Source: an optimization exercise on an open RTL-to-GDS flow (aim: small area and a short achievable clock period). Production flows keep margins and buffers that such runs may drop. No run shown here included a check of the RTL's function; only the layout flow was run.

==> flow/design.v, too long to show whole: its modules and the start of the top module <==
// module halfAdder: 10 lines
// module fullAdder: 11 lines
// module PipelinedRadix4BoothWallace32: 2259 lines
module PipelinedRadix4BoothWallace32
(
    input logic clk,
    input logic run,
    input logic signedFlag,  
    input logic [32 - 1 : 0] multiplicand,
    input logic [32 - 1 : 0] multiplier,
    output logic [64 - 1 : 0] out
);
  // ...
==> flow/run.sh <==
#!/bin/bash
# synth_recipe.tcl (not shown) runs the flow's synth.tcl, then flattens the netlist and writes it again
# the make line also repeats each setting of config.mk as NAME=value (left out here)
make -C /OpenROAD-flow-scripts/flow DESIGN_CONFIG=/design/flow/config.mk WORK_HOME=/design/flow/orfs CLKGATE_MAP_FILE= SYNTH_SCRIPT=/design/flow/synth_recipe.tcl finish
==> flow/config.mk <==
export PLATFORM = sky130hd
export DESIGN_NAME = PipelinedRadix4BoothWallace32
export DESIGN_NICKNAME = PipelinedRadix4BoothWallace32
export VERILOG_FILES = /design/flow/design.v
export SDC_FILE = /design/flow/constraint.sdc
export NUM_CORES = 4
export LEC_CHECK = 0
export ABC_CLOCK_PERIOD_IN_PS = 2400
export CAP_MARGIN = 20
export CORE_MARGIN = 2
export CORE_UTILIZATION = 40
export PLACE_DENSITY = 0.6
export SETUP_SLACK_MARGIN = 1.8
export SLEW_MARGIN = 20
export SYNTH_HIERARCHICAL = 1
export SYNTH_MINIMUM_KEEP_SIZE = 0
==> flow/constraint.sdc <==
create_clock -name core_clock -period 4.2 [get_ports {clk}]
set_input_delay 0.8400 -clock core_clock [delete_from_list [all_inputs] [get_ports {clk}]]
set_output_delay 0.8400 -clock core_clock [all_outputs]
set_load 0.01 [all_outputs]
==> flow_summary.toml, run 1 <==
[status]
status = "no timing/DRC/antenna violations"

[timing]
skew_ns = 0.03454
rsz0062_at_grt = "yes"
post-route-min-period_ns = 2.915
postLayoutSetupSlackWorst_ns = 1.285

[synthesis]
synthCells = 3146
avgSynthCellArea_um2 = 14.06
yosys.area.top_type_share = 0.4391
synth_xor_area_frac = 0.1217
netlist-cell-type-count = 60
synth-simple-area-share = 0.03161
synth_flop_cell = "edfxtp_1"

[worst_setup_path]
startpoint_type = "register"
reg2reg_depth = 10
crit_path_cell_trace = "fa_1 -> ha_4 -> fa_2 -> a211oi_4 -> o21ai_2 -> nand3_2 -> nand2_4 -> a221oi_4 -> o21bai_1 -> xnor2_1"
crit_fanout = 3

[min_path]
whs_endpoint = "r3[22]$_DFFE_PP_"
min-delay-start = "r2[33]$_DFFE_PP_"

[detailed_routing]
drcViolationCount = 0
ant_nets = 0

[layout]
final_area_um2 = 55740
layout.nets = 4094

[die]
die_h_um = 336.6

[power]
switching_share = 0.3902
p_leak_nw = 21.03
internal_power_w = 0.02679
powerClk_w = 0.00609

[placement]
dpl.cell_count = 4604

[clock_tree]
cts_sinks = 647
==> run 2: changes to the inputs <==
--- a/flow/design.v
+++ b/flow/design.v
@@ -1082,18 +1082,18 @@
 wire s1045;
 wire c1046;
 wire s1047;
 wire c1048;
 wire s1049;
 wire c1050;
 wire s1051;
 wire c1052;
-reg [32:0] r4_lo;
-reg [31:0] r4_hi;
+reg [63:0] r4_s;
+reg [2:0] r4_c;
 reg [63:0] r5;
 wire [32:0] ax = {signedFlag & multiplicand[31], multiplicand};
 wire [34:0] bx = {signedFlag & multiplier[31], signedFlag & multiplier[31], multiplier, 1'b0};
 wire [15:0] one_e, two_e, neg_e;
 assign one_e[0] = bx[1] ^ bx[0];
 assign two_e[0] = (bx[2] & ~bx[1] & ~bx[0]) | (~bx[2] & bx[1] & bx[0]);
 assign neg_e[0] = bx[2] & ~(bx[1] & bx[0]);
 assign one_e[1] = bx[3] ^ bx[2];
@@ -2265,16 +2265,23 @@
 halfAdder ha_l6_30 (.x(r3[108]), .y(r3[109]), .sum(s1041), .cout(c1042));
 fullAdder fa_l6_476 (.x(r3[110]), .y(r3[111]), .cin(r3[112]), .sum(s1043), .cout(c1044));
 halfAdder ha_l6_31 (.x(r3[113]), .y(r3[114]), .sum(s1045), .cout(c1046));
 fullAdder fa_l6_477 (.x(r3[116]), .y(r3[117]), .cin(r3[118]), .sum(s1047), .cout(c1048));
 fullAdder fa_l6_478 (.x(r3[120]), .y(r3[121]), .cin(r3[122]), .sum(s1049), .cout(c1050));
 fullAdder fa_l6_479 (.x(r3[124]), .y(r3[125]), .cin(r3[126]), .sum(s1051), .cout(c1052));
 wire [63:0] opx = {r3[135], r3[134], r3[132], r3[131], r3[129], r3[128], c1052, s1051, c1050, s1049, c1048, s1047, c1046, c1044, c1042, c1040, c1038, c1036, c1034, c1032, c1030, c1028, c1026, c1024, c1022, c1020, c1018, c1016, c1014, c1012, c1010, c1008, c1006, c1004, c1002, c1000, c998, c996, c994, c992, c990, c988, c986, c984, c982, c980, c978, c976, c974, c972, c970, c968, c966, c964, c962, c960, s959, r3[7], r3[6], r3[5], r3[4], r3[3], r3[2], r3[0]};
 wire [63:0] opy = {r3[136], 1'b0, r3[133], 1'b0, r3[130], 1'b0, r3[127], 1'b0, r3[123], 1'b0, r3[119], 1'b0, r3[115], s1045, s1043, s1041, s1039, s1037, s1035, s1033, s1031, s1029, s1027, s1025, s1023, s1021, s1019, s1017, s1015, s1013, s1011, s1009, s1007, s1005, s1003, s1001, s999, s997, s995, s993, s991, s989, s987, s985, s983, s981, s979, s977, s975, s973, s971, s969, s967, s965, s963, s961, 1'b0, 1'b0, 1'b0, 1'b0, 1'b0, 1'b0, 1'b0, r3[1]};
-wire [32:0] sum_lo = {1'b0, opx[31:0]} + {1'b0, opy[31:0]};
-wire [31:0] sum_hi = opx[63:32] + opy[63:32];
-always_ff @(posedge clk) if (run) r4_lo <= sum_lo;
-always_ff @(posedge clk) if (run) r4_hi <= sum_hi;
-wire [63:0] prod = {r4_hi + {31'b0, r4_lo[32]}, r4_lo[31:0]};
+wire [16:0] bs0 = {1'b0, opx[15:0]} + {1'b0, opy[15:0]};
+wire [16:0] bs1 = {1'b0, opx[31:16]} + {1'b0, opy[31:16]};
+wire [16:0] bs2 = {1'b0, opx[47:32]} + {1'b0, opy[47:32]};
+wire [16:0] bs3 = {1'b0, opx[63:48]} + {1'b0, opy[63:48]};
+always_ff @(posedge clk) if (run) r4_s <= {bs3[15:0], bs2[15:0], bs1[15:0], bs0[15:0]};
+always_ff @(posedge clk) if (run) r4_c <= {bs2[16], bs1[16], bs0[16]};
+wire [3:0] bcin;
+assign bcin[0] = 1'b0;
+assign bcin[1] = r4_c[0] | ((&r4_s[15:0]) & bcin[0]);
+assign bcin[2] = r4_c[1] | ((&r4_s[31:16]) & bcin[1]);
+assign bcin[3] = r4_c[2] | ((&r4_s[47:32]) & bcin[2]);
+wire [63:0] prod = {(r4_s[63:48] + {15'b0, bcin[3]}), (r4_s[47:32] + {15'b0, bcin[2]}), (r4_s[31:16] + {15'b0, bcin[1]}), (r4_s[15:0] + {15'b0, bcin[0]})};
 always_ff @(posedge clk) if (run) r5 <= prod;
 assign out = r5;
 endmodule
==> flow/config.mk (replaced) <==
export PLATFORM = sky130hd
export DESIGN_NAME = PipelinedRadix4BoothWallace32
export DESIGN_NICKNAME = PipelinedRadix4BoothWallace32
export VERILOG_FILES = /design/flow/design.v
export SDC_FILE = /design/flow/constraint.sdc
export NUM_CORES = 4
export LEC_CHECK = 0
export CAP_MARGIN = 20
export CORE_MARGIN = 2
export CORE_UTILIZATION = 50
export PLACE_DENSITY = 0.65
export SETUP_SLACK_MARGIN = 1.7
export SLEW_MARGIN = 20
export SYNTH_HIERARCHICAL = 1
export SYNTH_MINIMUM_KEEP_SIZE = 0
==> flow_summary.toml, run 2 <==
[die]
coreArea_um2 = 87160
die_area_um2 = 90720
die_h_um = 301.2
io_pins = 131
std_cell_rows = 108
die_w_um = 301.2
start_util = 0.5067

[timing]
skew_ns = 0.02647
finalMaxSlewViolations = 0
relSlewSlack = 0.4375
post-route-min-period_ns = 2.788
tightest_slew_ns = 0.8437
max_freq_mhz = 358.6
finalSetupViolations = 0
final_hold_viol_count = 0
fin_crit_sh = 0.6639
tns_ns = 0
rsz0062_at_grt = "yes"

[worst_setup_path]
critPathCaptureType = "register"
timing.rr.start = "r3[68]$_DFFE_PP_"
reg2reg_depth = 9
crit_fanout = 3
arrival_ns = 3.16
r2r_slack_ns = 1.41
startpoint_type = "register"
required_ns = 4.57
regToRegEndpoint = "r4_s[46]$_DFFE_PP_"
critPathKind = "reg2reg"
endpoint = "r4_s[46]$_DFFE_PP_"
critPathLaunch = "r3[68]$_DFFE_PP_"

[synthesis]
synth_most_common_cell = "edfxtp_1"
avgSynthCellArea_um2 = 14.25
synth_seq_cells = 649
synth_edf_count = 649
synth_area_leaders = "edfxtp_1 (44%), fa_1 (22%), xor2_1 (11%)"
yosysWarnings = 7
netlist_area_um2 = 44160
netlist.top_cell.by_area = "edfxtp_1"
yosys.area.top_type_share = 0.4413
ys_async_sr_fraction = 0
syn-num-nets = 3764
netlist-cell-type-count = 52
synth_flop_cell = "edfxtp_1"
ys_seq_area_frac = 0.4413
yosys-top-cells-count = "edfxtp_1 (649), xor2_1 (557), a22o_1 (522)"
synthCells = 3098

[power]
p_leak_nw = 20.38
power_w = 0.03989
ir_drop_uv = 455.1
power.density_nw_per_um2 = 758.5

[clock_tree]
cts_buffers = 74
cts_sinks = 649
clockBufferDepth = 3
cts_tree = "yes"
cts-root-buf = "clkbuf_16"
path_clk_slew_ns = 0.06
clock_latency_ns = 0.63
cts_max_level = 3

[global_routing]
grt_max_degree = 81
grt-ovfl-total = 0
first_global_vias = 29201
gr-usage-all-layers = 0.2472
antenna_found_initial = 10
grt_pass1_wl_mm = 171.7

[placement]
hpwlAfterDp_mm = 78.04
gp_congestion = 0.8689
portBuffers = 130
post_dp_cell_area_um2 = 46730

[layout]
layout-drive-gt1-share = 0.1667
layout_common_cells = "edfxtp_1 (649), xor2_1 (531), a22o_1 (522), fa_1 (429), buf_4 (182)"
syn2layout_area_growth_pct = 19.09
top_register = "r2"
reg_top3 = "r2 x299, r3 x137"
final_common_cell = "edfxtp_1"
nFillCells = 6505
layout.nets = 4019
largest_register_ffs = 299
final_area_um2 = 52590

[detailed_routing]
drt_iter0_markers = 2768
vias = 27869
drt-total-wl_mm = 118.7
drcViolationCount = 0
drtPass1Iterations = 6
ant_nets = 0
viasPerCell = 6.106
drt-wirelength-per-cell_um = 26.01

[flow_run]
cap_violations = 0

[min_path]
min-delay-start = "r2[13]$_DFFE_PP_"
hold_class = "reg2reg"

[status]
status = "no timing/DRC/antenna violations"
## run 2: cell count changes after synthesis, moves of 6 or more
cell      before  now
a21oi_1       39   31
o21ai_0       62   45
nand4_1       10   16
xor2_1       564  557
xnor2_1       51   66
nand2_1       49   42
buf_2          2   73
clkbuf_1     236  160
## run 2: report_power, final
group          total [W]  switching [W]  internal, W
sequential        0.0130        0.00132       0.0117
combinational     0.0207         0.0109      0.00975
clock            0.00621        0.00266      0.00355
## run 2: Yosys stat by module (local to each module, per instance)
module                         flip-flops and latches  cells inside  cell area [um^2]
fullAdder                                           0             1             20.02
PipelinedRadix4BoothWallace32                     649          2588             34180
halfAdder                                           0             1             12.51
## run 2: timing repair
item	CTS	global route
endpoints found under the setup margin	291	126
pin swaps	59	199
buffers inserted	109	71
hold buffers	0	0
resized for setup	112	153
cloned	0	31
## run 2: routing by layer
metal  track usage  wire [um]  up-vias
met4       0.08730       4723       12
met2        0.3932      54460     1475
met5             0         75        -
li1              -          -    11746
met1        0.3409      48440    14267
met3       0.04776      11000      369
## run 2: logic make-up after synthesis
| kind of cell | after synthesis | share of synthesized area |
|---|---|---|
| xor gates and xnor gates | 623 | 0.1236 |
| AOI/OAI and AO/OA | 681 | 0.1265 |
| and+or+nand+nor | 224 | 0.02754 |
| DFF | 649 | 0.4413 |
| adders and majority gates | 599 | 0.2517 |
| buffers and inverters | 322 | 0.02944 |
## run 2: how the worst min path moves through the flow
stage | end | slack [ns] | cells after the start
final | r3[10]$_DFFE_PP_ | 0.41 | 0
after detailed placement | r3[10]$_DFFE_PP_ | 0.40 | 0
after global placement | r5[14]$_DFFE_PP_ | 0.40 | 0
after CTS | r3[10]$_DFFE_PP_ | 0.41 | 0
after floorplan | r3[0]$_DFFE_PP_ | 0.40 | 0
after global routing | r3[10]$_DFFE_PP_ | 0.42 | 0
## run 2: through the flow
| step | std cells | worst slack [ns] | hold slack (ns) | util |
|---|---|---|---|---|
| global route | 4564 | 1.326 | 0.4193 | 0.6034 |
| floorplan | 3098 | 1.562 | 0.4003 | - |
| detailed placement | 4221 | 0.9083 | 0.4045 | 0.5361 |
| global placement | 4221 | 0.9138 | 0.4029 | 0.5361 |
| CTS | 4460 | 1.395 | 0.4091 | 0.5812 |
| finish | 4564 | 1.412 | 0.4093 | 0.6034 |
## run 2: area by class of cell
class	count	area [um^2]	area share
Clock buffer	90	1976	0.03757
Timing Repair Buffer	445	4945	0.09402
Antenna cell	2	5.005	0.00009517
Clock inverter	40	322.8	0.006138
Sequential cell	649	19490	0.3706
Tap cell	1155	1445	0.02748
Inverter	56	210.2	0.003997
Multi-Input combinational cell	2127	24200	0.4601
## run 2: worst max-delay path: stages, from the launching register on
cell,delay [ns]
edfxtp_1,0.40
fa_1,0.55
buf_6,0.15
fa_2,0.38
a21o_1,0.21
a221oi_4,0.33
nand2_2,0.11
a31oi_4,0.15
a21oi_1,0.11
xor2_1,0.16

==> afterwards: timing with drivers on the ports <==
Ports are ideal in the flow. The routed layouts listed here were re-timed in OpenROAD.
Step 1 sets driving cells, clkbuf_16 on the clock port and buf_2 on the other inputs (assumed; they add their load-dependent delay and slew).
Step 2 also shifts input and output timing later by t, the mid clock arrival at the registers, as if the neighbouring blocks saw the same clock.
Three values: ideal ports, drivers, drivers and shift; two values: the first two.
run | t (ns) | setup WS [ns] | hold WS [ns] | worst setup path after step 2 | clock arrival spread, ns
run 1 | 0.711 | 1.285 / 1.285 / 1.285 | 0.412 / 0.412 / 0.412 | register to register | 0.036 / 0.036
run 2 | 0.693 | 1.412 / 1.412 / 1.412 | 0.409 / 0.409 / 0.409 | register to register | 0.029 / 0.029
After both steps every run listed still meets setup and hold.
